Background: an optimization exercise with open tools, aiming at small area, a short achievable clock period and few clock cycles per item. Do not read the settings as production practice. The RTL was checked by simulation tests, not by an equivalence proof against the original design.

## multiply
module multiply (clk, prod, fin, mcand, mplier, reset);
	input clk, reset;
	output [63:0] prod;
	output fin;
	input [31:0] mcand, mplier;
	reg first;		 
	reg [1:0] cnt;		 
	reg [32:0] S, C;	 
	reg [11:0] lx, ly;	 
	reg cin;		 
	reg [5:0] e1, e2, en;	 
	reg [23:0] sh;	 
	assign fin = (cnt == 3);
	wire [35:0] mpx = {4'd0, mplier};
	wire [12:0] nxt = first ? mpx[23:11] : sh[23:11];	 
	wire [32:0] a = S & {33{~first}} | {1'b1, 32'd0} & {33{first}};
	wire [32:0] b = C & {33{~first}};
	wire [33:0] m1 = {2'b00, mcand};
	wire [33:0] m2 = {1'b0, mcand, 1'b0};
	wire [2:0] f0 = {mplier[1], mplier[0], 1'b0};
	wire [2:0] q0 = nxt[2:0];
	wire s1_0 = e1[0] | first & (f0[1] ^ f0[0]);
	wire s2_0 = e2[0] | first & ((f0 == 3'b100) | (f0 == 3'b011));
	wire ng0 = en[0] | first & f0[2];
	wire [33:0] r0 = (({34{s1_0}} & m1) | ({34{s2_0}} & m2)) ^ {34{ng0}};
	wire [2:0] f1 = {mplier[3], mplier[2], mplier[1]};
	wire [2:0] q1 = nxt[4:2];
	wire s1_1 = e1[1] | first & (f1[1] ^ f1[0]);
	wire s2_1 = e2[1] | first & ((f1 == 3'b100) | (f1 == 3'b011));
	wire ng1 = en[1] | first & f1[2];
	wire [33:0] r1 = (({34{s1_1}} & m1) | ({34{s2_1}} & m2)) ^ {34{ng1}};
	wire [2:0] f2 = {mplier[5], mplier[4], mplier[3]};
	wire [2:0] q2 = nxt[6:4];
	wire s1_2 = e1[2] | first & (f2[1] ^ f2[0]);
	wire s2_2 = e2[2] | first & ((f2 == 3'b100) | (f2 == 3'b011));
	wire ng2 = en[2] | first & f2[2];
	wire [33:0] r2 = (({34{s1_2}} & m1) | ({34{s2_2}} & m2)) ^ {34{ng2}};
	wire [2:0] f3 = {mplier[7], mplier[6], mplier[5]};
	wire [2:0] q3 = nxt[8:6];
	wire s1_3 = e1[3] | first & (f3[1] ^ f3[0]);
	wire s2_3 = e2[3] | first & ((f3 == 3'b100) | (f3 == 3'b011));
	wire ng3 = en[3] | first & f3[2];
	wire [33:0] r3 = (({34{s1_3}} & m1) | ({34{s2_3}} & m2)) ^ {34{ng3}};
  ...
export LEC_CHECK = 0
export CAP_MARGIN = 20
export CORE_MARGIN = 2
export CORE_UTILIZATION = 40
export SETUP_SLACK_MARGIN = 0.8
export SLEW_MARGIN = 20
export SYNTH_HIERARCHICAL = 1
export SYNTH_MINIMUM_KEEP_SIZE = 0
create_clock -name core_clock -period 4.5 [get_ports {clk}]
standard.sh (not shown) runs the stock make flow with config.mk's settings and CLKGATE_MAP_FILE= SYNTH_SCRIPT=/design/flow/synth_recipe.tcl, a recipe that flattens the netlist after the stock synthesis.
==> flow/flow/run.sh <==
#!/bin/bash
# Standard layout, but with plain buffers on the ports instead of delay cells.
export BUFFER_PORTS_ARGS="-buffer_cell sky130_fd_sc_hd__buf_2"
bash standard.sh > standard.log 2>&1
The baseline produced a clean layout.
Testbench counts at the start, summed over its fixed seeds: cycles 12,800, items 3,200.
Change:
==> flow/flow/run.sh (replaced) <==
#!/bin/bash
# Standard layout (the standard.sh, unchanged synthesis), but the ports get
# plain buf_2 buffers instead of the clkdlybuf4s50 delay cells that
# buffer_ports picks by default.  ORFS writes each step's log under orfs/logs.
export BUFFER_PORTS_ARGS="-buffer_cell sky130_fd_sc_hd__buf_2"
bash standard.sh > standard.log 2>&1
- SETUP_SLACK_MARGIN: 0.8 -> 0.5
Result:
- The changed run produced a clean layout
- final cell count is lower by 1.5%
- synthesized area stays the same
- worst setup slack is worse by 0.081 ns
- sequential share of layout area is higher by 1.3 points
- wire length drops by 5.5%
Change:
==> flow/flow/run.sh (replaced) <==
#!/bin/bash
# Standard layout, but with plain buffers on the ports instead of delay cells.
export BUFFER_PORTS_ARGS="-buffer_cell sky130_fd_sc_hd__buf_1"
bash standard.sh > standard.log 2>&1
Synthesized area stays the same.
Worst setup slack gains 0.019 ns.
Global-route usage came out higher by 0.36 points.
Change:
==> flow/flow/run.sh (replaced) <==
#!/bin/bash
# Standard layout, but with plain buffers on the ports instead of delay cells.
export BUFFER_PORTS_ARGS="-buffer_cell sky130_fd_sc_hd__buf_2"
bash standard.sh > standard.log 2>&1
What happened: Via count decreases by 1.7%. Global-route usage came out lower by 0.36 points. Clock skew drops by 0.0078 ns.

-- what the ideal ports hide --
The results above use ideal ports. As a check the final layouts listed here were re-extracted and re-timed, cells and wires unchanged.
Step 1, drivers: a clkbuf_16 drives clk and a buf_2 each remaining input, both assumed.
Step 2 moves the port delays by t, midway between the first and last clock arrival at a register: inputs arrive t later, outputs are due t later. That takes back most of the time a late clock gives input paths.
a / b / c = ideal / step 1 / step 2; a / b = the first two.
| run | shift t [ns] | setup WS [ns] | slew at the worst register clock pin (ns) | worst data-port slew with drivers (ns) | cell pins on the clock port's net |
|---|---|---|---|---|---|
| the first run | 0.488 | 0.647 / 0.629 / 0.141 | 0.07 / 0.07 | 0.08 | 1 |
| the second run | 0.482 | 0.565 / 0.555 / 0.104 | 0.07 / 0.07 | 0.04 | 1 |
| the third run | 0.485 | 0.585 / 0.560 / 0.113 | 0.07 / 0.07 | 0.05 | 1 |
| the fourth run | 0.482 | 0.565 / 0.555 / 0.104 | 0.07 / 0.07 | 0.04 | 1 |
After both steps every run listed still meets setup and hold. For the first run, which loses most, drivers alone change the setup slack by -0.018 ns; drivers and shift together by -0.506 ns.
